Background: an optimization exercise with open tools, aiming at small area. Do not read the settings as production practice. RTL that was checked went through simulation tests only; none was proved equivalent to the original. For run 7, only the layout was checked, not whether the RTL still works. The flow treats the clock pin as an ideal source, which a real chip does not have. Power is estimated from default activity; no workload was simulated.

===== design.v =====
`timescale 1ns / 1ps
module clk_div(
    input  CLK,
    input  RST,
    input  [3:0] BAUD,
    output TICK
    );
    reg [18:0] s;
    reg        tick_r;
    wire baud_dflt = (BAUD == 4'd5) | (BAUD >= 4'd10);
    wire pre =
      ((BAUD == 4'd0) & ~s[0] & ~s[1] & ~s[3] & ~s[4] & s[5] & ~s[6] & s[7] & ~s[8] & s[9] & s[10] & s[11] & s[12] & s[14] & s[15] & ~s[17] & ~s[18]) |
      ((BAUD == 4'd1) & s[1] & s[2] & s[3] & ~s[4] & s[5] & s[6] & ~s[8] & s[9] & s[10] & ~s[12] & ~s[14] & ~s[15] & ~s[16] & s[17] & ~s[18]) |
      ((BAUD == 4'd2) & s[0] & s[1] & ~s[2] & s[4] & ~s[5] & s[6] & ~s[7] & ~s[8] & ~s[9] & s[10] & ~s[11] & ~s[13] & ~s[15] & s[16]) |
      ((BAUD == 4'd3) & s[1] & ~s[2] & s[3] & ~s[4] & ~s[5] & s[7] & s[8] & ~s[9] & ~s[10] & s[12] & s[13] & s[16] & s[18]) |
      ((BAUD == 4'd4) & ~s[2] & ~s[3] & s[4] & s[5] & s[6] & s[7] & ~s[8] & ~s[9] & s[11] & s[12] & s[16] & s[17]) |
      (baud_dflt & ~s[1] & s[2] & s[5] & ~s[8] & ~s[9] & s[11] & ~s[12] & ~s[15] & s[16] & s[17] & s[18]) |
      ((BAUD == 4'd6) & s[0] & s[1] & ~s[2] & ~s[7] & s[8] & s[12] & ~s[14] & s[16] & s[17] & s[18]) |
      ((BAUD == 4'd7) & s[0] & s[2] & ~s[4] & ~s[7] & ~s[9] & s[10] & s[13] & s[14] & s[18]) |
      ((BAUD == 4'd8) & ~s[3] & s[9] & s[10] & ~s[11] & ~s[14] & ~s[15] & ~s[16] & s[17]) |
      ((BAUD == 4'd9) & ~s[2] & ~s[5] & ~s[9] & ~s[11] & ~s[12] & s[17] & ~s[18]);
    always @(posedge CLK) begin
      tick_r <= ~RST & ~tick_r & pre;
      if (RST | tick_r)
        s <= 19'd0;
      else
        s <= {s[17:0], ~(s[18] ^ s[17] ^ s[16] ^ s[13])};
    end
    assign TICK = tick_r;
endmodule
`timescale 1ns / 1ps
module memory;
endmodule
`timescale 1ns / 1ps
module circular_buff;
endmodule
`timescale 1ns / 1ps
module uart_tx(
  input        CLK,
  input        RST,
  input        TICK,
  input        EN,
  input        WRITE,
  input  [7:0] WRDATA,
  output       ISFULL,
  output       TX
);
  reg [63:0] slots;
  reg [3:0]  cnt;
  reg [8:0]  sr;
  reg        tx_reg;
  wire       idle  = (sr == 9'd0);
  wire       pop   = TICK & idle & EN & (cnt != 4'd0);
  wire       push  = WRITE & (~cnt[3] | pop);
  wire       inc = push & ~pop;
  wire       dec = pop & ~push;
  wire [3:0] tgl = {(inc & (&cnt[2:0])) | (dec & ~(|cnt[2:0])),
                    (inc & (&cnt[1:0])) | (dec & ~(|cnt[1:0])),
                    (inc & cnt[0]) | (dec & ~cnt[0]),
                    inc | dec};
  reg  [7:0] hdata;
  integer    j;
  always @(*) begin
    hdata = 8'd0;
    for (j = 0; j < 8; j = j + 1)
      hdata = hdata | ({8{cnt[2:0] == ((j + 1) & 7)}} & slots[j*8 +: 8]);
  end
  always @(posedge CLK) begin
    if (push)
      slots <= {slots[55:0], WRDATA};
  end
  always @(posedge CLK) begin
    if (RST)
      cnt <= 4'd0;
    else
      cnt <= cnt ^ tgl;
  end
  always @(posedge CLK) begin
    if (RST) begin
      sr     <= 9'd0;
      tx_reg <= 1'b1;
    end
    else if (TICK) begin
      tx_reg <= pop ? 1'b0 : (idle | sr[0]);
      sr     <= pop ? {1'b1, hdata} : {1'b0, sr[8:1]};
    end
  end
  assign ISFULL = cnt[3];
  assign TX     = tx_reg;
endmodule
`timescale 1ns / 1ps
module uart_rx(
  input        CLK,
  input        RST,
  input        TICK,
  input        EN,
  input        RX,
  input        READ,
  output [7:0] RDDATA,
  output       DATARDY
);
  reg [63:0] slots;
  reg [3:0]  k;
  reg [3:0]  st;      
  wire       recv   = (st != 4'd0);
  wire       start  = TICK & ~recv & EN & ~RX & ~k[3];
  wire       sample = TICK & recv & (st != 4'd9);
  wire       rdy    = (k != 4'd0) & ~((k == 4'd1) & recv);
  wire       pop    = READ & rdy;
  wire       inc = start & ~pop;
  wire       dec = pop & ~start;
  wire [3:0] tgl = {(inc & (&k[2:0])) | (dec & ~(|k[2:0])),
                    (inc & (&k[1:0])) | (dec & ~(|k[1:0])),
                    (inc & k[0]) | (dec & ~k[0]),
                    inc | dec};
  reg  [7:0] head;
  integer    j;
  always @(*) begin
    head = 8'd0;
    for (j = 0; j < 8; j = j + 1)
      head = head | ({8{k[2:0] == ((j + 1) & 7)}} & slots[j*8 +: 8]);
  end
  always @(posedge CLK) begin
    if (start)
      slots[63:8] <= slots[55:0];
    if (start | sample)
      slots[7:0] <= {RX, slots[7:1]};
  end
  always @(posedge CLK) begin
    if (RST)
      k <= 4'd0;
    else
      k <= k ^ tgl;
  end
  always @(posedge CLK) begin
    if (RST)
      st <= 4'd0;
    else if (TICK) begin
      if (st == 4'd9)
        st <= 4'd0;
      else if (recv | start)
        st <= st + 4'd1;
    end
  end
  assign RDDATA  = head;
  assign DATARDY = rdy;
endmodule
`timescale 1ns / 1ps
module uart_ctrl(
    input CLK,
    input RST,
    input EN,
    input [3:0] BAUD,
    input TXEN,
    input RXEN,
    output TX,
    input RX,
    input WRITE,
    input [7:0] WRDATA,
    output ISFULL,
    input READ,
    output [7:0] RDDATA,
    output DATARDY
    );
    wire tick;
    clk_div clk_div_inst(
      .CLK(CLK),
      .RST(RST),
      .BAUD(BAUD),
      .TICK(tick)
    );
    uart_tx tx(
      .CLK(CLK),
      .RST(RST),
      .TICK(tick),
      .EN(EN & TXEN),
      .WRITE(WRITE),
      .WRDATA(WRDATA),
      .ISFULL(ISFULL),
      .TX(TX)
    );
    uart_rx rx(
      .CLK(CLK),
      .RST(RST),
      .TICK(tick),
      .EN(EN & RXEN),
      .RX(RX),
      .READ(READ),
      .RDDATA(RDDATA),
      .DATARDY(DATARDY)
    );
endmodule

===== flow/run.sh =====
#!/bin/bash
# Layout flow: the standard ORFS flow, with changes that only save cell
# area: an area-oriented ABC mapping script in synthesis (registers are left as
# the standard synthesis makes them), the smallest buffer on the ports, and a
# clock tree of clkbuf_4 without dummy balancing loads, in which post_cts.tcl
# upsizes any buffer whose loads would see a clock slew over 115 ps.
set -euo pipefail
W=$(pwd)
F=$W/flow

rm -rf "$W/scripts_area"
cp -r "$FLOW_HOME/scripts" "$W/scripts_area"
cp "$F/abc_area.script" "$W/scripts_area/abc_speed.script"

bash standard.sh synth SCRIPTS_DIR="$W/scripts_area" > "$W/synth.log" 2>&1
bash standard.sh place \
  BUFFER_PORTS_ARGS="-buffer_cell sky130_fd_sc_hd__buf_1" > "$W/place.log" 2>&1
bash standard.sh cts \
  CTS_ARGS="-sink_clustering_enable -repair_clock_nets -dont_use_dummy_load -buf_list sky130_fd_sc_hd__clkbuf_4" \
  POST_CTS_TCL="$F/post_cts.tcl" > "$W/cts.log" 2>&1
bash standard.sh finish > "$W/finish.log" 2>&1

===== flow/abc_area.script =====
&get -n
&st
&dch
&nf -a
&st
&dch
&nf -a
&put

===== flow/post_cts.tcl =====
# Upsize the clock tree's buffers whose loads see a slow clock edge. Only
# drive strength changes; the tree's topology stays as CTS built it.
proc clk_buf_worst_load_slew { inst } {
  set worst 0.0
  set net [[$inst findITerm X] getNet]
  foreach it [$net getITerms] {
    if {[$it isOutputSignal]} continue
    set pin [get_pins [$it getName]]
    foreach a {max min} {
      foreach e {rise fall} {
        set s [get_property $pin slew_${a}_$e]
        if {[string is double -strict $s] && $s > $worst} { set worst $s }
      }
    }
  }
  return $worst
}

proc upsize_slow_clock_buffers { limit_ns } {
  set db [ord::get_db]
  set block [ord::get_db_block]
  set next [dict create \
    sky130_fd_sc_hd__clkbuf_2 sky130_fd_sc_hd__clkbuf_4 \
    sky130_fd_sc_hd__clkbuf_4 sky130_fd_sc_hd__clkbuf_8 \
    sky130_fd_sc_hd__clkbuf_8 sky130_fd_sc_hd__clkbuf_16]
  for {set pass 0} {$pass < 4} {incr pass} {
    estimate_parasitics -placement
    set changed 0
    foreach inst [$block getInsts] {
      set m [[$inst getMaster] getName]
      if {![dict exists $next $m]} continue
      set xt [$inst findITerm X]
      if {$xt eq "NULL" || [$xt getNet] eq "NULL"} continue
      if {[[$xt getNet] getSigType] ne "CLOCK"} continue
      set w [clk_buf_worst_load_slew $inst]
      if {$w > $limit_ns} {
        puts "upsize [$inst getName] $m (load slew [format %.1f [expr {$w * 1000}]] ps)"
        $inst swapMaster [$db findMaster [dict get $next $m]]
        incr changed
      }
    }
    if {$changed == 0} break
    detailed_placement
  }
  estimate_parasitics -placement
}

upsize_slow_clock_buffers 0.115

===== standard.sh =====
#!/bin/bash
# synth_recipe.tcl (not shown) runs the flow's synth.tcl, then flattens the netlist and writes it again
# the make line also repeats each setting of config.mk as NAME=value (left out here)
make -C /OpenROAD-flow-scripts/flow DESIGN_CONFIG=/design/flow/config.mk WORK_HOME=/design/flow/orfs CLKGATE_MAP_FILE= SYNTH_SCRIPT=/design/flow/synth_recipe.tcl "${@:-finish}"

===== config.mk =====
export PLATFORM = sky130hd
export DESIGN_NAME = uart_ctrl
export DESIGN_NICKNAME = uart_ctrl
export VERILOG_FILES = /design/flow/design.v
export SDC_FILE = /design/flow/constraint.sdc
export NUM_CORES = 4
export LEC_CHECK = 0
export CAP_MARGIN = 20
export CORE_MARGIN = 2
export CORE_UTILIZATION = 70
export GPL_TIMING_DRIVEN = 0
export PLACE_DENSITY = 0.85
export SLEW_MARGIN = 20

===== constraint.sdc =====
create_clock -name core_clock -period 10.0 [get_ports {CLK}]
set_input_delay 2.0000 -clock core_clock [delete_from_list [all_inputs] [get_ports {CLK}]]
set_output_delay 2.0000 -clock core_clock [all_outputs]
set_load 0.01 [all_outputs]

==> results of run 1 <==
power by group through the flow:
stage / logic, W / clock network [W] / registers, W
2_1_floorplan: 0.000128 / 0 / 0.000814
3_3_place_gp: 0.000180 / 0 / 0.000821
3_5_place_dp: 0.000190 / 0 / 0.000824
5_1_grt: 0.000209 / 0.000330 / 0.000814
6_report: 0.000190 / 0.000301 / 0.000810
how the worst max path moves through the flow:
stage                      to  slack, ps  cells past startpoint
floorplan           tx.cnt[1]       4910                      9
global placement    tx.cnt[1]       4160                     10
detailed placement  tx.cnt[1]       5670                     10
global route        RDDATA[2]       5160                      5
finish              RDDATA[2]       5350                      5
metal layers:
layer	track usage [%]	routed length [um]	part of all wire (%)	vias up
met3	6.11	829	6.6	23
li1	-	-	-	1869
met5	0	0	0	-
met1	35.6	5340	43	1968
met4	10.6	251	2.0	0
met2	41.8	6130	49	198
area by class of cell:
cell class                      instances  share of cell area, %
Timing Repair Buffer                   32                   2.21
Clock buffer                           17                   2.56
Sequential cell                       170                   67.9
Tap cell                              108                   1.96
Inverter                                9                  0.526
Multi-Input combinational cell        254                   24.9
kinds of logic (layout without fill, tap and decap cells):
logic type / Yosys count / after routing
AO/OA/AOI/OAI: 96 / 96
XOR/XNOR: 3 / 3
adder cells (fa/ha/maj): 4 / 4
buffers and inverters: 9 / 58
flip-flops: 170 / 170
multiplexers: 1 / 1
AND/OR/NAND/NOR: 150 / 150
layout by cell type (no fill, tap or decap), types with 3 or more instances in the layout:
master / n
nor3_2: 3
a21oi_1: 13
buf_1: 30
and2_0: 20
o21bai_1: 3
o21a_1: 6
nor3b_2: 4
nor3_1: 8
a22o_1: 12
a22oi_1: 7
nor4_1: 5
edfxtp_1: 128
nand3_1: 17
and3_1: 5
o21ai_0: 7
clkbuf_4: 11
a222oi_1: 23
clkinv_1: 7
clkbuf_8: 5
ha_1: 4
nor2_1: 16
nand4b_1: 5
nand2_1: 33
dfxtp_1: 42
nor2b_1: 4
nand4_1: 10
a221oi_1: 9
o211ai_1: 6
nand3b_1: 3
nor4b_1: 5
cell usage after synthesis, types with 3 or more instances:
library cell  number  area, sq um
o21bai_1           3         22.5
a21oi_1           13         65.1
and2_0            20          125
o21a_1             6         45.0
nor4b_1            5         43.8
ha_1               4         50.1
edfxtp_1         128         3840
o21ai_0            7         35.0
a22o_1            12          105
clkinv_1           9         33.8
nand4_1           10         62.6
nor3b_1            6         45.0
nor2_1            17         63.8
dfxtp_1           42          841
nand3_1           17         85.1
nand4b_1           5         43.8
a221oi_1           9         78.8
nand3b_1           3         22.5
o211ai_1           6         45.0
a22oi_1            7         52.6
nor4_1             5         31.3
a222oi_1          23          230
nor2b_1            4         25.0
nor3_1            11         55.1
and3_1             5         31.3
nand2_1           33          124
through the flow:
stage / total power, W / util, %
after global routing: 0.00135 / 78.4
after floorplan: 0.000942 / -
after detailed placement: 0.00101 / 76.3
final: 0.00130 / 78.4
after global placement: 0.00100 / 75.5
==> flow_summary.json, run 1 <==
{
  "max_cap_viol_count": 0,
  "drt-wirelength-per-cell_um": 21.3,
  "tightest_slew_ps": 1080,
  "number_of_enable_type_register_cells_in_the_synthesized_netlist": 128,
  "postSynth.topFlopCell": "edfxtp_1",
  "setup.worst_path.end_class": "output pin",
  "leakage_nw": 2.25,
  "synth.area.mux_share_pct": 0.176,
  "placed_insts": 573,
  "final_area_sq_um": 6900,
  "crit_buf_inv": 2,
  "synth.ff_latch_count": 170,
  "synth-simple-area-share_pct": 13.0,
  "setup_tns_ps": 0,
  "tritoncts": "built",
  "final_cell_count_no_fill": 590,
  "worst_hold_slack_ps": 430,
  "cp.arrival_ps": 2650,
  "grt_usage_pct": 26.3,
  "min_delay_worst_endpoint": "rx.slots[62]",
  "post-route-drc-count": 0,
  "placed_cell_area_sq_um": 6720,
  "worst-r2r-setup-slack_ps": 6900,
  "core-area_sq_um": 8810,
  "xor_and_xnor_area_share_after_synthesis_pct": 0.411,
  "final_hold_viol_count": 0,
  "layout.filler_cells": 535,
  "routed-via-count": 4058,
  "report.final.slew_viol_count": 0,
  "antenna_found_initial": 0,
  "synthesis.yosys.warnings": 3,
  "area_taken_by_flip_flops_and_latches_sq_um": 4680,
  "drtIter0Drc": 339,
  "num_rows": 34,
  "min-delay-start": "rx.slots[54]",
  "power.share.switching_pct": 25.5,
  "post_synth_num_cell_types": 42,
  "combinationalPowerShare_pct": 14.6,
  "ios": 31,
  "drtPass1Iterations": 5,
  "p_int_w": 0.000970,
  "grt_pass1_vias": 3963,
  "skew_ps": 36.5,
  "globalRouteOverflowTotal": 0,
  "grt_max_degree": 50,
  "post_synth.cell_area_avg_sq_um": 14.8,
  "timing.final.crit_share_pct": 46.5,
  "criticalPathCategory": "flip-flop to output pin",
  "vdd_ir_drop_max_v": 0.000121,
  "place_congestion": 0.886,
  "timing.critical_path.cells": "clkinv_1, nor3_1, a222oi_1, nand3_1, buf_1",
  "die_area_sq_um": 9920,
  "viasPerCell": 6.88,
  "totalWireLength_mm": 12.6,
  "synth-compound-area-share_pct": 11.9,
  "n_antenna_cell": 0,
  "grt_pass1_wl_mm": 20.0,
  "clk-insertion-delay-late_ps": 370,
  "clock.fmax_ghz": 0.215,
  "largest_registers": "rx.slots x64, tx.slots x64, clk_div_inst.s x19",
  "async_flop_share_pct": 0,
  "largest_delay_contributor_family_on_the_critical_path": "simple AND/OR/NAND/NOR gates",
  "reg2reg_to": "tx.cnt[1]",
  "finalCriticalPeriod_ps": 4650,
  "p_seq_share_pct": 62.2,
  "timing.rr.start": "tx.cnt[2]",
  "power_density_nw_per_um2": 189,
  "seq_area_frac_synth_pct": 73.2,
  "port_buffers": 30,
  "grt_setup_unrepaired": "false",
  "multiInputGateArea_sq_um": 1720,
  "critical_path_required_ps": 8000,
  "worst_hold_path.num_cells": 0,
  "outcome": "finished clean",
  "synth_nets": 457,
  "largest_family_of_logic_cells_by_synthesized_area": "simple AND/OR/NAND/NOR gates",
  "timing.final.ws_setup_ps": 5350,
  "clkPwrFrac_pct": 23.2,
  "worstHoldPathType": "flip-flop to flip-flop",
  "synth.cell_area_sq_um": 6400,
  "yosys.area_share.adder_pct": 0.782,
  "crit_fanout": 9,
  "power.net_switching_w": 0.000331,
  "max_stage_delay_ps": 920,
  "worst_r2r_path_depth": 9,
  "floorplan.initialDensity_pct": 72.6,
  "start_kind": "flip-flop",
  "design.final.nets": 508,
  "flow.area_growth_from_synthesis_pct": 7.88,
  "gate_count_after_technology_mapping": 433,
  "fp.dieW_um": 99.6,
  "detailed_placement_wirelength_estimate_mm": 8.28,
  "setup_viol": 0,
  "final_ant_viol_nets": 0,
  "cts.clk_slew.worst_paths_ps": 100,
  "chipHeight_um": 99.6,
  "preCtsSetupSlack_ps": 5670,
  "timing.critical_path.from": "rx.k[0]",
  "share_of_layout_cells_above_drive_strength_1_pct": 6.02,
  "max_slew_headroom_pct": 27.6,
  "timing.critical_path.slowest_stage_cell": "nor3_1",
  "clkSinkCount": 170
}
==> inputs of run 2 (changes only) <==
--- a/config.mk
+++ b/config.mk
@@ -8,6 +8,5 @@
 export CAP_MARGIN = 20
 export CORE_MARGIN = 2
 export CORE_UTILIZATION = 70
-export GPL_TIMING_DRIVEN = 0
 export PLACE_DENSITY = 0.85
 export SLEW_MARGIN = 20
==> flow_summary.json, run 2 <==
{
  "p_total_w": 0.00130,
  "globalRouteOverflowTotal": 0,
  "setup.worst_path.end_class": "output pin",
  "grt_pass1_vias": 3846,
  "detailed_placement_wirelength_estimate_mm": 8.25,
  "floorplan.initialDensity_pct": 72.6,
  "antenna_found_initial": 0,
  "timing.final.crit_share_pct": 45.4,
  "port_buffers": 30,
  "final_hold_viol_count": 0,
  "post_synth.cell_area_avg_sq_um": 14.8,
  "chipHeight_um": 99.6,
  "largest_registers": "rx.slots x64, tx.slots x64, clk_div_inst.s x19",
  "drtIter0Drc": 604,
  "crit_fanout": 9,
  "max_cap_viol_count": 0,
  "timing.final.ws_setup_ps": 5460,
  "vdd_ir_drop_max_v": 0.000122,
  "final_ant_viol_nets": 0,
  "routed-via-count": 4153,
  "layout.cells.most_common_list": "edfxtp_1 (128), dfxtp_1 (42), nand2_1 (33), buf_1 (30), a222oi_1 (23)",
  "setup_tns_ps": 0,
  "max_slew_headroom_pct": 23.9,
  "most_frequent_cell_after_synthesis": "edfxtp_1",
  "async_flop_share_pct": 0,
  "skew_ps": 32.3,
  "outcome": "finished clean",
  "yosys.area.top_type": "edfxtp_1",
  "synth.ff_latch_count": 170,
  "synth_nets": 457,
  "synth.cell_area_sq_um": 6400,
  "die_area_sq_um": 9920,
  "share_of_layout_cells_above_drive_strength_1_pct": 5.35,
  "postSynth.topFlopCell": "edfxtp_1",
  "synth_commonest_cells": "edfxtp_1 (128), dfxtp_1 (42), nand2_1 (33)",
  "finalCriticalPeriod_ps": 4540,
  "final_common_cell": "edfxtp_1",
  "clock.fmax_ghz": 0.220,
  "yosysTopAreaCellShare_pct": 60.1,
  "preCtsSetupSlack_ps": 5700,
  "number_of_enable_type_register_cells_in_the_synthesized_netlist": 128,
  "post-route-drc-count": 0,
  "drtPass1Iterations": 6,
  "leakage_nw": 2.25,
  "tightest_slew_ps": 1130,
  "worstHoldPathType": "flip-flop to flip-flop",
  "clkSinkCount": 170,
  "grt_max_degree": 66,
  "flow.area_growth_from_synthesis_pct": 7.43,
  "totalWireLength_mm": 12.4,
  "setup_viol": 0,
  "grt_setup_unrepaired": "false",
  "gate_count_after_technology_mapping": 433,
  "critical_path_required_ps": 8000,
  "synthesis.yosys.warnings": 3,
  "synth.area.top_cells": "edfxtp_1 (60%), dfxtp_1 (13%), a222oi_1 (3.6%), and2_0 (2.0%), nand2_1 (1.9%)",
  "ios": 31,
  "grt_usage_pct": 26.5,
  "layout.filler_cells": 507,
  "criticalPathCategory": "flip-flop to output pin",
  "start_kind": "flip-flop",
  "n_antenna_cell": 0,
  "area_taken_by_flip_flops_and_latches_sq_um": 4680,
  "power_density_nw_per_um2": 189,
  "cp.arrival_ps": 2540,
  "drt-wirelength-per-cell_um": 21.0,
  "place_congestion": 0.855,
  "post_synth_num_cell_types": 42,
  "cts.clk_slew.worst_paths_ps": 110,
  "viasPerCell": 6.99,
  "num_rows": 34,
  "multiInputGateArea_sq_um": 1680,
  "design.final.nets": 512,
  "core-area_sq_um": 8810,
  "seq_area_frac_synth_pct": 73.2,
  "worst-r2r-setup-slack_ps": 6580,
  "fp.dieW_um": 99.6,
  "tritoncts": "built",
  "clk-insertion-delay-late_ps": 370,
  "report.final.slew_viol_count": 0,
  "grt_pass1_wl_mm": 19.9
}
[run 2: changes by cell type in the layout (fill, tap and decap cells not counted)]
cell,previous run,this run
buf_12,2,0
nor3_2,3,1
nor2_1,16,17
clkinv_2,2,1
nor2_2,1,0
nor3_1,8,10
inv_2,0,1
buf_4,0,6
nor3b_1,2,6
nor3b_2,4,0
[run 2: power breakdown]
group	switching, W	internal (W)
registers	0.0000282	0.000780
clock network	0.000186	0.000115
logic	0.000114	0.0000767
total	0.000328	0.000972
[run 2: cell families after synthesis]
kind of cell	share of synthesized area [%]
mux	0.176
xor+xnor	0.411
simple gates	13.0
fa+ha+maj	0.782
buf+inv	0.528
compound gates	11.9
flops	73.2
[run 2: stage by stage]
stage	area, sq um	cells	hold WS (ps)	utilization [%]
5_1_grt	6870	594	430	78.0
6_report	6870	594	423	78.0
2_1_floorplan	6400	433	423	-
3_5_place_dp	6690	577	433	76.0
3_3_place_gp	6690	577	428	76.0
[run 2: layout make-up]
cell class,instances,area share [%]
Clock buffer,17,2.57
Tap cell,108,1.97
Sequential cell,170,68.2
Multi-Input combinational cell,254,24.5
Timing Repair Buffer,36,2.29
Inverter,9,0.510
[run 2: path summary, 6_finish.rpt]
kind	startpoint	end	cells past startpoint
min	rx.slots[12]	rx.slots[20]	0
max	rx.k[0]	RDDATA[3]	5
min reg2reg	rx.slots[12]	rx.slots[20]	0
max reg2reg	tx.sr[0]	tx.cnt[3]	12
[run 2: layer usage]
metal / wire, um / global-route usage (%)
met1: 4940 / 36.7
met2: 6230 / 41.6
met3: 1130 / 6.18
met4: 146 / 10.3
met5: 0 / 0
[run 2: worst max-delay path, cell delays in order, from the launching register on]
cell and delay (ps):
dfxtp_1 480, clkinv_1 210, nor3_1 870, a222oi_1 290, nand3_1 180, buf_1 170
==> inputs of run 3 (changes only) <==
--- a/config.mk
+++ b/config.mk
@@ -5,8 +5,8 @@
 export SDC_FILE = /design/flow/constraint.sdc
 export NUM_CORES = 4
 export LEC_CHECK = 0
-export CAP_MARGIN = 20
+export CAP_MARGIN = 0
 export CORE_MARGIN = 2
 export CORE_UTILIZATION = 70
 export PLACE_DENSITY = 0.85
-export SLEW_MARGIN = 20
+export SLEW_MARGIN = 0
==> flow_summary.json, run 3 <==
{
  "setup_viol": 0,
  "final_common_cell": "edfxtp_1",
  "yosys.area.top_type": "edfxtp_1",
  "number_of_enable_type_register_cells_in_the_synthesized_netlist": 128,
  "cp.arrival_ps": 2500,
  "final_ant_viol_nets": 0,
  "port_buffers": 30,
  "antenna_found_initial": 0,
  "grt_pass1_vias": 3846,
  "core-area_sq_um": 8810,
  "criticalPathCategory": "flip-flop to output pin",
  "layout.cells.most_common_list": "edfxtp_1 (128), dfxtp_1 (42), nand2_1 (33), buf_1 (30), a222oi_1 (23)",
  "post-route-drc-count": 0,
  "grt_pass1_wl_mm": 19.9,
  "post_synth.cell_area_avg_sq_um": 14.8,
  "place_congestion": 0.855,
  "tritoncts": "built",
  "flow.area_growth_from_synthesis_pct": 7.33,
  "yosysTopAreaCellShare_pct": 60.1,
  "async_flop_share_pct": 0,
  "viasPerCell": 6.89,
  "chipHeight_um": 99.6,
  "setup_tns_ps": 0,
  "worst_hold_slack_ps": 425,
  "synth_nets": 457,
  "synthesis.yosys.warnings": 3,
  "timing.critical_path.cells": "clkinv_1, nor3_1, a222oi_1, nand3_1, buf_1",
  "synth.ff_latch_count": 170,
  "fp.dieW_um": 99.6,
  "crit_fanout": 9,
  "largest_registers": "rx.slots x64, tx.slots x64, clk_div_inst.s x19",
  "max_slew_headroom_pct": 20.6,
  "report.final.slew_viol_count": 0,
  "critical_path_required_ps": 8000,
  "seq_area_frac_synth_pct": 73.2,
  "max_cap_viol_count": 0,
  "n_antenna_cell": 0,
  "drt-wirelength-per-cell_um": 21.0,
  "num_rows": 34,
  "clock.fmax_ghz": 0.222,
  "vdd_ir_drop_max_v": 0.000122,
  "setup.worst_path.end_class": "output pin",
  "cts.clk_slew.worst_paths_ps": 110,
  "design.final.nets": 512,
  "start_kind": "flip-flop",
  "outcome": "finished clean",
  "detailed_placement_wirelength_estimate_mm": 8.25,
  "timing.critical_path.slowest_stage_cell": "nor3_1",
  "totalWireLength_mm": 12.5,
  "globalRouteOverflowTotal": 0,
  "clkSinkCount": 170,
  "drtPass1Iterations": 7,
  "timing.final.crit_share_pct": 45.0,
  "max_stage_delay_ps": 850,
  "final_hold_viol_count": 0,
  "ios": 31,
  "worstHoldPathType": "flip-flop to flip-flop",
  "most_frequent_cell_after_synthesis": "edfxtp_1",
  "routed-via-count": 4095,
  "grt_setup_unrepaired": "false",
  "floorplan.initialDensity_pct": 72.6,
  "layout.filler_cells": 507,
  "synth.cell_area_sq_um": 6400,
  "grt_usage_pct": 26.5,
  "power_density_nw_per_um2": 189,
  "grt_max_degree": 66,
  "synth_commonest_cells": "edfxtp_1 (128), dfxtp_1 (42), nand2_1 (33)",
  "postSynth.topFlopCell": "edfxtp_1",
  "synth.area.top_cells": "edfxtp_1 (60%), dfxtp_1 (13%), a222oi_1 (3.6%), and2_0 (2.0%), nand2_1 (1.9%)",
  "tightest_slew_ps": 1180,
  "post_synth_num_cell_types": 42,
  "skew_ps": 30.4,
  "leakage_nw": 2.25,
  "share_of_layout_cells_above_drive_strength_1_pct": 5.14,
  "die_area_sq_um": 9920,
  "drtIter0Drc": 671,
  "gate_count_after_technology_mapping": 433,
  "clk-insertion-delay-late_ps": 360,
  "finalCriticalPeriod_ps": 4500
}
==> run 3: cell counts after synthesis <==
Identical to the previous run, type by type.
==> run 3: report_power, final <==
part           switching (W)  total (W)  leakage (nW)  internal (W)
Clock               0.000186   0.000300        0.0989      0.000115
Combinational       0.000115   0.000191         0.606     0.0000760
Sequential         0.0000272   0.000808          1.54      0.000780
==> run 3: kinds of logic (layout without fill, tap and decap cells) <==
group	after synthesis	count (layout)	synth area share, %
compound gates	96	96	11.9
xor+xnor	3	3	0.411
fa+ha+maj	4	4	0.782
buf+inv	9	62	0.528
flops	170	170	73.2
mux	1	1	0.176
simple gates	150	150	13.0
==> run 3: worst max-delay path: cells and delay by family, from the launching register on <==
kind / cells / cell delay, ps
buf+inv: 2 / 350
simple gates: 2 / 1020
flops: 1 / 470
compound gates: 1 / 320
==> run 3: worst paths after layout <==
kind | startpoint | end | slack, ps | depth (start not counted)
worst min register to register | rx.slots[12] | rx.slots[20] | 420 | 0
worst min-delay path | rx.slots[12] | rx.slots[20] | 420 | 0
worst max-delay path | rx.k[0] | RDDATA[4] | 5500 | 5
worst max register to register | tx.sr[0] | tx.cnt[3] | 6640 | 12
==> run 3: through the flow <==
stage	area (sq um)	worst slack [ps]	std cells	util [%]	total power, W
after floorplan	6400	4910	433	-	0.000942
after global placement	6690	5850	577	76.0	0.00100
after detailed placement	6690	5700	577	76.0	0.00101
after global routing	6870	5290	594	78.0	0.00135
final	6870	5500	594	78.0	0.00130
==> run 3: cell type report <==
| class | count | area (sq um) | share of cell area [%] |
|---|---|---|---|
| clock buffers | 17 | 176 | 2.57 |
| inverters | 9 | 33.8 | 0.492 |
| multi-input cells | 254 | 1680 | 24.5 |
| flip-flops and latches | 170 | 4680 | 68.2 |
| well taps | 108 | 135 | 1.97 |
| repair buffers | 36 | 158 | 2.30 |
==> run 3: routing by layer <==
metal | GRT usage (%) | routed length [um] | vias up
met5 | 0 | 0 | -
met3 | 6.18 | 1010 | 17
met4 | 10.3 | 164 | 0
met1 | 36.7 | 5090 | 1981
li1 | - | - | 1871
met2 | 41.6 | 6190 | 226
==> inputs of run 4 (changes only) <==
--- a/config.mk
+++ b/config.mk
@@ -7,6 +7,6 @@
 export LEC_CHECK = 0
 export CAP_MARGIN = 0
 export CORE_MARGIN = 2
-export CORE_UTILIZATION = 70
-export PLACE_DENSITY = 0.85
+export CORE_UTILIZATION = 80
+export PLACE_DENSITY = 0.92
 export SLEW_MARGIN = 0
==> flow_summary.json, run 4 <==
{
  "worst_hold_slack_ps": 447,
  "worst-r2r-setup-slack_ps": 6900,
  "grt_max_degree": 65,
  "synth.area.top_cells": "edfxtp_1 (60%), dfxtp_1 (13%), a222oi_1 (3.6%), and2_0 (2.0%), nand2_1 (1.9%)",
  "postLayoutCoreUtil_pct": 88.6,
  "post_synth_num_cell_types": 42,
  "postSynth.topFlopCell": "edfxtp_1",
  "antenna_found_initial": 0,
  "grt_setup_unrepaired": "false",
  "synth-simple-area-share_pct": 13.0,
  "chipHeight_um": 93.4,
  "most_frequent_cell_after_synthesis": "edfxtp_1",
  "setup_tns_ps": 0,
  "power_density_nw_per_um2": 192,
  "clock.fmax_ghz": 0.211,
  "timing.critical_path.slowest_stage_cell": "nor3_1",
  "yosys.area_share.adder_pct": 0.782,
  "crit_fanout": 9,
  "grt.busiest_layer": "met2",
  "detailed_placement_wirelength_estimate_mm": 8.99,
  "max_stage_delay_ps": 970,
  "synth.ff_latch_count": 170,
  "synth_commonest_cells": "edfxtp_1 (128), dfxtp_1 (42), nand2_1 (33)",
  "cp.arrival_ps": 2730,
  "timing.final.crit_share_pct": 47.3,
  "num_rows": 32,
  "setup.worst_path.end_class": "output pin",
  "crit_path_end": "RDDATA[2]",
  "leakage_nw": 2.24,
  "tritoncts": "built",
  "grtUsageMet3_pct": 8.30,
  "max_slew_headroom_pct": 14.1,
  "reg2reg_to": "rx.k[2]",
  "placed_cell_area_sq_um": 6670,
  "worstHoldPathType": "flip-flop to flip-flop",
  "final_common_cell": "edfxtp_1",
  "worst_r2r_path_depth": 8,
  "layout.cells.most_common_list": "edfxtp_1 (128), dfxtp_1 (42), nand2_1 (33), buf_1 (30), a222oi_1 (23)",
  "totalWireLength_mm": 13.8,
  "gate_count_after_technology_mapping": 433,
  "clkSinkCount": 170,
  "async_flop_share_pct": 0,
  "seq_area_frac_synth_pct": 73.2,
  "synth.area.mux_share_pct": 0.176,
  "flow.area_growth_from_synthesis_pct": 6.98,
  "grt_met2_use_pct": 53.6,
  "place_congestion": 0.969,
  "ios": 31,
  "report.final.slew_viol_count": 0,
  "die_area_sq_um": 8730,
  "number_of_enable_type_register_cells_in_the_synthesized_netlist": 128,
  "grt_pass1_wl_mm": 21.7,
  "criticalPathCategory": "flip-flop to output pin",
  "grt_usage_pct": 33.7,
  "drtPass1Iterations": 6,
  "timing.critical_path.from": "rx.k[0]",
  "viasPerCell": 7.51,
  "max_cap_viol_count": 0,
  "post-route-drc-count": 0,
  "n_antenna_cell": 0,
  "start_kind": "flip-flop",
  "drt-wirelength-per-cell_um": 23.5,
  "floorplan.initialDensity_pct": 82.8,
  "xor_and_xnor_area_share_after_synthesis_pct": 0.411,
  "share_of_layout_cells_above_drive_strength_1_pct": 4.75,
  "finalCriticalPeriod_ps": 4730,
  "port_buffers": 30,
  "grt_pass1_vias": 4236,
  "synth.cell_area_sq_um": 6400,
  "tightest_slew_ps": 1290,
  "timing.rr.start": "rx.st[1]",
  "fp.dieW_um": 93.4,
  "skew_ps": 37.3,
  "globalRouteOverflowTotal": 0,
  "p_total_w": 0.00131,
  "grt.met1_usage_pct": 43.6,
  "routed-via-count": 4402,
  "yosysTopAreaCellShare_pct": 60.1,
  "final_hold_viol_count": 0,
  "design.final.nets": 510,
  "largest_family_of_logic_cells_by_synthesized_area": "simple AND/OR/NAND/NOR gates",
  "largest_registers": "rx.slots x64, tx.slots x64, clk_div_inst.s x19",
  "synthesis.yosys.warnings": 3,
  "core-area_sq_um": 7730,
  "final_area_sq_um": 6840,
  "yosys.area.top_type": "edfxtp_1",
  "synth_nets": 457,
  "critical_path_required_ps": 8000,
  "synth-compound-area-share_pct": 11.9,
  "drtIter0Drc": 715,
  "outcome": "finished clean",
  "vdd_ir_drop_max_v": 0.000120,
  "clk-insertion-delay-late_ps": 380,
  "post_synth.cell_area_avg_sq_um": 14.8,
  "final_ant_viol_nets": 0,
  "setup_viol": 0,
  "cts.clk_slew.worst_paths_ps": 100,
  "timing.critical_path.cells": "clkinv_1, nor3_1, a222oi_1, nand3_1, buf_1"
}
run 4: cell families (layout without fill, tap and decap cells):
logic type	after synthesis	count (layout)
adder cells (fa/ha/maj)	4	4
flip-flops	170	170
AND/OR/NAND/NOR	150	150
XOR/XNOR	3	3
buffers and inverters	9	60
AO/OA/AOI/OAI	96	96
multiplexers	1	1
run 4: cell type report:
class | count | area (sq um)
Multi-Input combinational cell | 254 | 1680
Timing Repair Buffer | 34 | 143
Sequential cell | 170 | 4680
Fill cell | 294 | 883
Tap cell | 102 | 128
Clock buffer | 17 | 176
Inverter | 9 | 33.8
run 4: routing by layer:
layer / vias to the layer above / part of all wire (%)
met5: - / 0
met2: 372 / 49
met3: 69 / 11
li1: 1879 / -
met4: 0 / 4.2
met1: 2082 / 36
run 4: worst min path at each step:
stage	start	slack [ps]	end	cells after the start
final	tx.slots[26]	450	tx.slots[34]	0
after global routing	rx.slots[41]	460	rx.slots[49]	0
after detailed placement	rx.slots[9]	430	rx.slots[17]	0
after global placement	rx.slots[42]	430	rx.slots[50]	0
after floorplan	tx.sr[0]	420	tx.sr[0]	2
run 4: critical path: cells and delay by family (launching register included):
family | cells | cell delay (ps)
and+or+nand+nor | 2 | 1140
DFF | 1 | 510
buffers and inverters | 2 | 380
AOI/OAI and AO/OA | 1 | 330
run 4: stage by stage:
step / instances / setup slack [ps]
after global placement: 569 / 5850
after floorplan: 433 / 4910
final: 586 / 5270
after global routing: 586 / 5170
after detailed placement: 569 / 5600
run 4: where the power goes:
group | total [W] | switching, W | internal (W)
logic | 0.000195 | 0.000121 | 0.0000746
clock network | 0.000306 | 0.000191 | 0.000115
registers | 0.000811 | 0.0000303 | 0.000780
==> inputs of run 5 (changes only) <==
--- a/config.mk
+++ b/config.mk
@@ -5,8 +5,8 @@
 export SDC_FILE = /design/flow/constraint.sdc
 export NUM_CORES = 4
 export LEC_CHECK = 0
-export CAP_MARGIN = 0
+export CAP_MARGIN = 20
 export CORE_MARGIN = 2
 export CORE_UTILIZATION = 80
 export PLACE_DENSITY = 0.92
-export SLEW_MARGIN = 0
+export SLEW_MARGIN = 20
==> flow_summary.json, run 5 <==
{
  "outcome": "finished clean",
  "fp.dieW_um": 93.4,
  "number_of_enable_type_register_cells_in_the_synthesized_netlist": 128,
  "reg2reg_to": "tx.slots[19]",
  "clk-insertion-delay-late_ps": 380,
  "flow.area_growth_from_synthesis_pct": 7.24,
  "layout.cells.most_common_list": "edfxtp_1 (128), dfxtp_1 (42), nand2_1 (33), buf_1 (30), a222oi_1 (23)",
  "critical_path_required_ps": 8000,
  "routed-via-count": 4343,
  "async_flop_share_pct": 0,
  "most_frequent_cell_after_synthesis": "edfxtp_1",
  "final_ant_viol_nets": 0,
  "crit_buf_inv": 2,
  "synthesis.yosys.warnings": 3,
  "post_synth.cell_area_avg_sq_um": 14.8,
  "power_density_nw_per_um2": 191,
  "min-delay-start": "rx.slots[27]",
  "synth.cell_area_sq_um": 6400,
  "area_taken_by_flip_flops_and_latches_sq_um": 4680,
  "criticalPathCategory": "flip-flop to output pin",
  "grt_pass1_wl_mm": 21.7,
  "drt-wirelength-per-cell_um": 23.4,
  "drtPass1Iterations": 6,
  "tritoncts": "built",
  "final_common_cell": "edfxtp_1",
  "seq_area_frac_synth_pct": 73.2,
  "multiInputGateArea_sq_um": 1690,
  "largest_registers": "rx.slots x64, tx.slots x64, clk_div_inst.s x19",
  "chipHeight_um": 93.4,
  "skew_ps": 34.7,
  "max_stage_delay_ps": 990,
  "post_synth_num_cell_types": 42,
  "timing.critical_path.slowest_stage_cell": "nor3_1",
  "totalWireLength_mm": 13.7,
  "crit_fanout": 9,
  "antenna_found_initial": 0,
  "grt_max_degree": 65,
  "place_congestion": 0.969,
  "layout.filler_cells": 289,
  "ios": 31,
  "design.final.nets": 510,
  "post-route-drc-count": 0,
  "cts.clk_slew.worst_paths_ps": 100,
  "grt_usage_pct": 33.7,
  "num_rows": 32,
  "grt_pass1_vias": 4236,
  "drtIter0Drc": 757,
  "leakage_nw": 2.24,
  "port_buffers": 30,
  "setup_viol": 0,
  "globalRouteOverflowTotal": 0,
  "timing.critical_path.cells": "clkinv_1, nor3_1, a222oi_1, nand3_1, buf_1",
  "worst-r2r-setup-slack_ps": 6990,
  "cp.arrival_ps": 2800,
  "final_hold_viol_count": 0,
  "die_area_sq_um": 8730,
  "n_antenna_cell": 0,
  "worst_r2r_path_depth": 7,
  "synth_commonest_cells": "edfxtp_1 (128), dfxtp_1 (42), nand2_1 (33)",
  "setup.worst_path.end_class": "output pin",
  "gate_count_after_technology_mapping": 433,
  "postLayoutCoreUtil_pct": 88.8,
  "core-area_sq_um": 7730,
  "timing.final.crit_share_pct": 48.0,
  "postSynth.topFlopCell": "edfxtp_1",
  "synth.ff_latch_count": 170,
  "max_cap_viol_count": 0,
  "min_delay_worst_endpoint": "rx.slots[35]",
  "synth_nets": 457,
  "preCtsSetupSlack_ps": 5600,
  "yosysTopAreaCellShare_pct": 60.1,
  "clock.fmax_ghz": 0.208,
  "worst_hold_path.num_cells": 0,
  "vdd_ir_drop_max_v": 0.000120,
  "timing.final.ws_setup_ps": 5200,
  "floorplan.initialDensity_pct": 82.8,
  "finalCriticalPeriod_ps": 4800,
  "tightest_slew_ps": 1180,
  "start_kind": "flip-flop",
  "synth.area.top_cells": "edfxtp_1 (60%), dfxtp_1 (13%), a222oi_1 (3.6%), and2_0 (2.0%), nand2_1 (1.9%)",
  "report.final.slew_viol_count": 0,
  "yosys.area.top_type": "edfxtp_1",
  "clkSinkCount": 170,
  "worstHoldPathType": "flip-flop to flip-flop",
  "detailed_placement_wirelength_estimate_mm": 8.99,
  "grt_setup_unrepaired": "false",
  "largest_delay_contributor_family_on_the_critical_path": "simple AND/OR/NAND/NOR gates",
  "worst_hold_slack_ps": 453,
  "timing.rr.start": "tx.sr[0]",
  "viasPerCell": 7.41,
  "share_of_layout_cells_above_drive_strength_1_pct": 5.37,
  "setup_tns_ps": 0,
  "max_slew_headroom_pct": 20.8
}
-- run 5: worst register-to-register path: stages, from the launching register on --
cell and delay (ps):
dfxtp_1 350, or4_1 540, nor4_1 330, o2111ai_1 380, nand2_1 180, nand2_1 110, inv_2 80, buf_4 610
-- run 5: power by group --
part / internal [W] / total [W] / leakage (nW) / switching (W)
clock network: 0.000115 / 0.000305 / 0.0989 / 0.000191
logic: 0.0000758 / 0.000195 / 0.603 / 0.000119
registers: 0.000780 / 0.000812 / 1.54 / 0.0000317
-- run 5: layer usage --
metal	track usage, %	routed length (um)	vias to the layer above
met4	17.5	403	0
met1	43.6	4940	2078
met3	8.30	1450	48
li1	-	-	1873
met5	0	0	-
met2	53.6	6920	344
-- run 5: final cells by class --
type | count | share of cell area (%)
Timing Repair Buffer | 34 | 2.08
Multi-Input combinational cell | 254 | 24.7
Sequential cell | 170 | 68.3
Inverter | 9 | 0.511
Clock buffer | 17 | 2.57
Tap cell | 102 | 1.86
-- run 5: per-stage QoR --
stage / instance area (sq um) / instances / total power [W]
after floorplan: 6400 / 433 / 0.000942
after global placement: 6670 / 569 / 0.00100
after detailed placement: 6670 / 569 / 0.00102
after global routing: 6860 / 586 / 0.00136
final: 6860 / 586 / 0.00131
-- run 5: worst max-delay path by stage --
| stage | endpoint | startpoint | cells after the start |
|---|---|---|---|
| 2_1_floorplan | tx.cnt[1] | EN | 9 |
| 3_3_place_gp | rx.k[2] | RX | 9 |
| 3_5_place_dp | rx.k[2] | RX | 9 |
| 5_1_grt | RDDATA[0] | rx.k[0] | 5 |
| 6_report | RDDATA[7] | rx.k[0] | 5 |
-- run 5: cell families after synthesis --
| kind of cell | synth area share [%] |
|---|---|
| xor+xnor | 0.411 |
| compound gates | 11.9 |
| simple gates | 13.0 |
| mux | 0.176 |
| flops | 73.2 |
| fa+ha+maj | 0.782 |
| buf+inv | 0.528 |
==> inputs of run 6 (changes only) <==
--- a/flow/post_cts.tcl
+++ b/flow/post_cts.tcl
@@ -45,4 +45,4 @@
   estimate_parasitics -placement
 }
 
-upsize_slow_clock_buffers 0.115
+upsize_slow_clock_buffers 0.122
--- a/config.mk
+++ b/config.mk
@@ -5,8 +5,8 @@
 export SDC_FILE = /design/flow/constraint.sdc
 export NUM_CORES = 4
 export LEC_CHECK = 0
-export CAP_MARGIN = 20
+export CAP_MARGIN = 0
 export CORE_MARGIN = 2
 export CORE_UTILIZATION = 80
 export PLACE_DENSITY = 0.92
-export SLEW_MARGIN = 20
+export SLEW_MARGIN = 0
==> flow_summary.json, run 6 <==
{
  "layout.cells.most_common_list": "edfxtp_1 (128), dfxtp_1 (42), nand2_1 (33), buf_1 (30), a222oi_1 (23)",
  "power.net_switching_w": 0.000339,
  "max_cap_viol_count": 0,
  "crit_fanout": 9,
  "worstHoldPathType": "flip-flop to flip-flop",
  "num_rows": 32,
  "final_hold_viol_count": 0,
  "grt_usage_pct": 33.7,
  "drtIter0Drc": 666,
  "criticalPathCategory": "flip-flop to output pin",
  "post-route-drc-count": 0,
  "grt_pass1_wl_mm": 21.7,
  "core-area_sq_um": 7730,
  "timing.final.crit_share_pct": 46.7,
  "power_density_nw_per_um2": 191,
  "share_of_layout_cells_above_drive_strength_1_pct": 4.75,
  "synth_nets": 457,
  "number_of_enable_type_register_cells_in_the_synthesized_netlist": 128,
  "finalCriticalPeriod_ps": 4670,
  "gate_count_after_technology_mapping": 433,
  "drtPass1Iterations": 6,
  "p_int_w": 0.000965,
  "outcome": "finished clean",
  "synth_commonest_cells": "edfxtp_1 (128), dfxtp_1 (42), nand2_1 (33)",
  "tightest_slew_ps": 1300,
  "final_ant_viol_nets": 0,
  "critical_path_required_ps": 8000,
  "detailed_placement_wirelength_estimate_mm": 8.99,
  "grt_setup_unrepaired": "false",
  "worst_hold_slack_ps": 434,
  "yosys.area.top_type": "edfxtp_1",
  "port_buffers": 30,
  "seq_area_frac_synth_pct": 73.2,
  "start_kind": "flip-flop",
  "post_synth.cell_area_avg_sq_um": 14.8,
  "cts.clk_slew.worst_paths_ps": 120,
  "placed_insts": 569,
  "post_synth_num_cell_types": 42,
  "timing.critical_path.slowest_stage_cell": "nor3_1",
  "max_slew_headroom_pct": 12.9,
  "synth.area.top_cells": "edfxtp_1 (60%), dfxtp_1 (13%), a222oi_1 (3.6%), and2_0 (2.0%), nand2_1 (1.9%)",
  "combinationalPowerShare_pct": 14.9,
  "clkSinkCount": 170,
  "routed-via-count": 4376,
  "chipHeight_um": 93.4,
  "fp.dieW_um": 93.4,
  "setup.worst_path.end_class": "output pin",
  "clock.fmax_ghz": 0.214,
  "totalWireLength_mm": 13.8,
  "n_antenna_cell": 0,
  "floorplan.initialDensity_pct": 82.8,
  "grt_pass1_vias": 4236,
  "ios": 31,
  "power.share.switching_pct": 26.0,
  "synthesis.yosys.warnings": 3,
  "synth.ff_latch_count": 170,
  "postSynth.topFlopCell": "edfxtp_1",
  "setup_tns_ps": 0,
  "yosysTopAreaCellShare_pct": 60.1,
  "final_common_cell": "edfxtp_1",
  "crit_buf_inv": 2,
  "die_area_sq_um": 8730,
  "viasPerCell": 7.47,
  "tritoncts": "built",
  "vdd_ir_drop_max_v": 0.000120,
  "place_congestion": 0.969,
  "clkPwrFrac_pct": 23.0,
  "synth.cell_area_sq_um": 6400,
  "async_flop_share_pct": 0,
  "setup_viol": 0,
  "p_seq_share_pct": 62.1,
  "design.final.nets": 510,
  "layout.filler_cells": 296,
  "skew_ps": 36.0,
  "final_cell_count_no_fill": 586,
  "largest_delay_contributor_family_on_the_critical_path": "simple AND/OR/NAND/NOR gates",
  "leakage_nw": 2.23,
  "clk-insertion-delay-late_ps": 380,
  "p_total_w": 0.00130,
  "flow.area_growth_from_synthesis_pct": 6.88,
  "drt-wirelength-per-cell_um": 23.5,
  "cp.arrival_ps": 2670,
  "report.final.slew_viol_count": 0,
  "antenna_found_initial": 0,
  "timing.critical_path.cells": "clkinv_1, nor3_1, a222oi_1, nand3_1, buf_1",
  "grt_max_degree": 65,
  "max_stage_delay_ps": 920,
  "globalRouteOverflowTotal": 0,
  "largest_registers": "rx.slots x64, tx.slots x64, clk_div_inst.s x19",
  "most_frequent_cell_after_synthesis": "edfxtp_1"
}
-- run 6: cell counts after synthesis --
Identical to the previous run, type by type.
-- run 6: final cells by class --
| type | instances | area [sq um] | area share [%] |
|---|---|---|---|
| Clock buffer | 17 | 170 | 2.49 |
| Timing Repair Buffer | 34 | 143 | 2.09 |
| Sequential cell | 170 | 4680 | 68.5 |
| Inverter | 9 | 33.8 | 0.494 |
| Tap cell | 102 | 128 | 1.87 |
| Multi-Input combinational cell | 254 | 1680 | 24.6 |
-- run 6: routing by layer --
| metal | vias to the layer above | global-route usage (%) | part of all wire (%) | wire [um] |
|---|---|---|---|---|
| met5 | - | 0 | 0 | 0 |
| met4 | 0 | 17.5 | 4.1 | 559 |
| met3 | 68 | 8.30 | 10 | 1440 |
| met2 | 355 | 53.6 | 50 | 6850 |
| met1 | 2070 | 43.6 | 36 | 4930 |
| li1 | 1883 | - | - | - |
-- run 6: per-stage QoR --
stage / area [sq um] / worst slack (ps) / utilization, %
finish: 6840 / 5330 / 88.5
global route: 6840 / 5170 / 88.5
floorplan: 6400 / 4910 / -
detailed placement: 6670 / 5600 / 86.3
global placement: 6670 / 5850 / 86.3
-- run 6: cell families (layout without fill, tap and decap cells) --
kind of cell / after synthesis / count (layout) / share of synthesized area, %
buf+inv: 9 / 60 / 0.528
simple gates: 150 / 150 / 13.0
mux: 1 / 1 / 0.176
xor+xnor: 3 / 3 / 0.411
fa+ha+maj: 4 / 4 / 0.782
flops: 170 / 170 / 73.2
compound gates: 96 / 96 / 11.9
-- run 6: final timing paths --
check | start | to | slack, ps | depth (start not counted)
max reg2reg | rx.st[1] | rx.k[2] | 6910 | 8
min | rx.slots[50] | rx.slots[58] | 430 | 0
min reg2reg | rx.slots[50] | rx.slots[58] | 430 | 0
max | rx.k[0] | RDDATA[2] | 5330 | 5
-- run 6: power by group through the flow --
stage | Sequential (W) | Clock [W] | Combinational (W)
5_1_grt | 0.000814 | 0.000326 | 0.000209
3_3_place_gp | 0.000820 | 0 | 0.000180
2_1_floorplan | 0.000814 | 0 | 0.000128
3_5_place_dp | 0.000824 | 0 | 0.000191
6_report | 0.000810 | 0.000300 | 0.000194
-- run 6: worst reg2reg max path: cells and delay by family (launching register included) --
| family | cells | cell delay, ps |
|---|---|---|
| adder cells (fa/ha/maj) | 1 | 330 |
| buffers and inverters | 1 | 880 |
| AO/OA/AOI/OAI | 3 | 480 |
| flip-flops | 1 | 400 |
| AND/OR/NAND/NOR | 3 | 890 |
==> inputs of run 7 (changes only) <==
--- a/design.v
+++ b/design.v
@@ -52,18 +52,18 @@
   wire       idle  = (sr == 9'd0);
   wire       pop   = TICK & idle & EN & (cnt != 4'd0);
   wire       push  = WRITE & (~cnt[3] | pop);
-  wire       inc = push & ~pop;
-  wire       dec = pop & ~push;
-  wire [3:0] tgl = {(inc & (&cnt[2:0])) | (dec & ~(|cnt[2:0])),
-                    (inc & (&cnt[1:0])) | (dec & ~(|cnt[1:0])),
-                    (inc & cnt[0]) | (dec & ~cnt[0]),
-                    inc | dec};
+  wire       inc   = push & ~pop;
+  wire       dec   = pop & ~push;
+  wire [3:0] tgl   = {(inc & (&cnt[2:0])) | (dec & ~(|cnt[2:0])),
+                      (inc & (&cnt[1:0])) | (dec & ~(|cnt[1:0])),
+                      (inc & cnt[0]) | (dec & ~cnt[0]),
+                      inc | dec};
   reg  [7:0] hdata;
   integer    j;
   always @(*) begin
     hdata = 8'd0;
     for (j = 0; j < 8; j = j + 1)
-      hdata = hdata | ({8{cnt[2:0] == ((j + 1) & 7)}} & slots[j*8 +: 8]);
+      hdata = hdata | ({8{pop & (cnt[2:0] == ((j + 1) & 7))}} & slots[j*8 +: 8]);
   end
   always @(posedge CLK) begin
     if (push)
@@ -82,7 +82,7 @@
     end
     else if (TICK) begin
       tx_reg <= pop ? 1'b0 : (idle | sr[0]);
-      sr     <= pop ? {1'b1, hdata} : {1'b0, sr[8:1]};
+      sr     <= {pop, hdata | ({8{~pop}} & sr[8:1])};    
     end
   end
   assign ISFULL = cnt[3];
--- a/flow/post_cts.tcl
+++ b/flow/post_cts.tcl
@@ -45,4 +45,4 @@
   estimate_parasitics -placement
 }
 
-upsize_slow_clock_buffers 0.122
+upsize_slow_clock_buffers 0.115
==> config.mk (replaced) <==
export PLATFORM = sky130hd
export DESIGN_NAME = uart_ctrl
export DESIGN_NICKNAME = uart_ctrl
export VERILOG_FILES = /design/flow/design.v
export SDC_FILE = /design/flow/constraint.sdc
export NUM_CORES = 4
export LEC_CHECK = 0
export CAP_MARGIN = 20
export CORE_MARGIN = 2
export CORE_UTILIZATION = 70
export PLACE_DENSITY = 0.85
export SLEW_MARGIN = 20
==> flow_summary.json, run 7 <==
{
  "core-area_sq_um": 9110,
  "setup_viol": 0,
  "synth.ff_latch_count": 170,
  "drtPass1Iterations": 5,
  "synth_nets": 460,
  "die_area_sq_um": 10000,
  "final_cell_count_no_fill": 599,
  "worst_r2r_path_depth": 6,
  "number_of_enable_type_register_cells_in_the_synthesized_netlist": 128,
  "yosys.area_share.adder_pct": 0.774,
  "grt_max_degree": 65,
  "timing.critical_path.cells": "clkinv_1, nor3_1, a222oi_1, nand3_1, buf_1",
  "routed-via-count": 4198,
  "vdd_ir_drop_max_v": 0.000117,
  "worst_hold_path.num_cells": 0,
  "chipHeight_um": 100,
  "globalRouteOverflowTotal": 0,
  "largest_registers": "rx.slots x64, tx.slots x64, clk_div_inst.s x19",
  "seq_area_frac_synth_pct": 72.4,
  "drt-wirelength-per-cell_um": 21.3,
  "viasPerCell": 7.01,
  "xor_and_xnor_area_share_after_synthesis_pct": 0.406,
  "setup_tns_ps": 0,
  "synth.area.top_cells": "edfxtp_1 (59%), dfxtp_1 (13%), a222oi_1 (2.2%), and2_0 (2.1%), a22oi_1 (1.6%)",
  "power_density_nw_per_um2": 186,
  "post_synth_num_cell_types": 47,
  "synth.cell_area_sq_um": 6470,
  "critical_path_required_ps": 8000,
  "timing.critical_path.slowest_stage_cell": "nor3_1",
  "post-route-drc-count": 0,
  "skew_ps": 43.6,
  "cp.arrival_ps": 2520,
  "synth-simple-area-share_pct": 11.5,
  "final_ant_viol_nets": 0,
  "tritoncts": "built",
  "place_congestion": 0.881,
  "n_antenna_cell": 0,
  "synth-compound-area-share_pct": 14.0,
  "share_of_layout_cells_above_drive_strength_1_pct": 6.35,
  "worstHoldPathType": "flip-flop to flip-flop",
  "antenna_found_initial": 0,
  "tightest_slew_ps": 1050,
  "synth.area.mux_share_pct": 0.174,
  "num_rows": 35,
  "synth_commonest_cells": "edfxtp_1 (128), dfxtp_1 (42), and2_0 (22)",
  "max_stage_delay_ps": 830,
  "port_buffers": 30,
  "post_synth.cell_area_avg_sq_um": 14.8,
  "crit_fanout": 9,
  "flow.area_growth_from_synthesis_pct": 7.76,
  "totalWireLength_mm": 12.7,
  "detailed_placement_wirelength_estimate_mm": 8.42,
  "most_frequent_cell_after_synthesis": "edfxtp_1",
  "final_area_sq_um": 6970,
  "synthesis.yosys.warnings": 3,
  "drtIter0Drc": 392,
  "setup.worst_path.end_class": "output pin",
  "clkSinkCount": 170,
  "design.final.nets": 514,
  "grt_pass1_vias": 4098,
  "largest_family_of_logic_cells_by_synthesized_area": "compound AO/OA/AOI/OAI gates",
  "clock.fmax_ghz": 0.221,
  "floorplan.initialDensity_pct": 71.0,
  "fp.dieW_um": 100,
  "cts.clk_slew.worst_paths_ps": 110,
  "yosysTopAreaCellShare_pct": 59.4,
  "final_hold_viol_count": 0,
  "yosys.area.top_type": "edfxtp_1",
  "postLayoutCoreUtil_pct": 76.5,
  "start_kind": "flip-flop",
  "grt_setup_unrepaired": "false",
  "criticalPathCategory": "flip-flop to output pin",
  "placed_insts": 582,
  "postSynth.topFlopCell": "edfxtp_1",
  "leakage_nw": 2.26,
  "outcome": "finished clean",
  "layout.cells.most_common_list": "edfxtp_1 (128), dfxtp_1 (42), buf_1 (30), and2_0 (22), nand2_1 (18)",
  "max_cap_viol_count": 0,
  "gate_count_after_technology_mapping": 436,
  "placed_cell_area_sq_um": 6790,
  "async_flop_share_pct": 0,
  "finalCriticalPeriod_ps": 4520,
  "report.final.slew_viol_count": 0,
  "timing.final.crit_share_pct": 45.2,
  "grt_usage_pct": 27.1,
  "final_common_cell": "edfxtp_1",
  "max_slew_headroom_pct": 29.4,
  "ios": 31,
  "clk-insertion-delay-late_ps": 370,
  "grt_pass1_wl_mm": 20.5
}
run 7: final cells by class:
class                           instances  area [sq um]
Tap cell                              111           139
Clock buffer                           17           170
Multi-Input combinational cell        253          1780
Timing Repair Buffer                   35           150
Sequential cell                       170          4680
Fill cell                             576          2140
Inverter                               13          50.0
run 7: per-stage QoR:
step                      setup WS [ps]  hold slack [ps]  power [W]
after global routing               5240              436    0.00135
after global placement             5720              424    0.00100
after floorplan                    4690              419   0.000932
final                              5480              421    0.00130
after detailed placement           5550              434    0.00101
run 7: power breakdown:
part / leakage [nW] / switching [W] / internal [W]
Combinational: 0.625 / 0.000112 / 0.0000733
Sequential: 1.54 / 0.0000287 / 0.000781
Clock: 0.0963 / 0.000191 / 0.000110
Total: 2.26 / 0.000332 / 0.000964
run 7: path summary, 6_finish.rpt:
check | from | endpoint | slack (ps)
setup / recovery | rx.k[0] | RDDATA[6] | 5480
hold / removal | tx.slots[27] | tx.slots[35] | 420
setup reg to reg | clk_div_inst.tick_r | tx.sr[5] | 6920
hold reg to reg | tx.slots[27] | tx.slots[35] | 420
run 7: cells by family (layout without fill, tap and decap cells):
logic type                 count (synthesis)  in the layout
and+or+nand+nor                          126            126
muxes                                      1              1
buffers and inverters                     13             65
xor gates and xnor gates                   3              3
AOI/OAI and AO/OA                        119            119
DFF                                      170            170
adders and majority gates                  4              4
run 7: worst max-delay path: cells and delay by family (launching register included):
family / cells / cell delay [ps]
flops: 1 / 520
simple gates: 2 / 980
compound gates: 1 / 260
buf+inv: 2 / 400
run 7: routing by layer:
metal / wire, um / track usage, %
met1: 5100 / 35.8
met2: 6340 / 43.9
met3: 961 / 6.20
met4: 342 / 11.7
met5: 0 / 0

[separate check: timing with driven ports]
The flow's constraints put no driver on any port. The routed layouts listed below were extracted and timed again, unchanged, in two steps.
Step 1, drivers: a clkbuf_16 drives CLK and a buf_2 each remaining input, both assumed.
Step 2, shift: input delay + t, output delay - t, t = (earliest + latest rising clock arrival at the registers) / 2. This alone moves slack from input paths to output paths.
Slacks: no drivers / after step 1 / after step 2; pairs: no drivers / after step 1.
run	t, ns	setup WS [ns]	hold slack, ns	worst setup path after step 2	pins driven straight from the clock port
run 1	0.387	5.352 / 5.315 / 5.682	0.430 / 0.430 / 0.430	input to register	1
run 2	0.385	5.462 / 5.426 / 5.733	0.423 / 0.423 / 0.423	input to register	1
run 3	0.387	5.499 / 5.460 / 5.721	0.425 / 0.425 / 0.425	input to register	1
run 4	0.397	5.269 / 5.234 / 5.529	0.447 / 0.447 / 0.447	input to register	1
run 5	0.395	5.198 / 5.163 / 5.558	0.453 / 0.453 / 0.453	register to output	1
run 6	0.396	5.331 / 5.296 / 5.533	0.434 / 0.434 / 0.434	input to register	1
run 7	0.389	5.480 / 5.441 / 5.628	0.421 / 0.421 / 0.421	input to register	1
After both steps setup and hold are still met in every run listed.
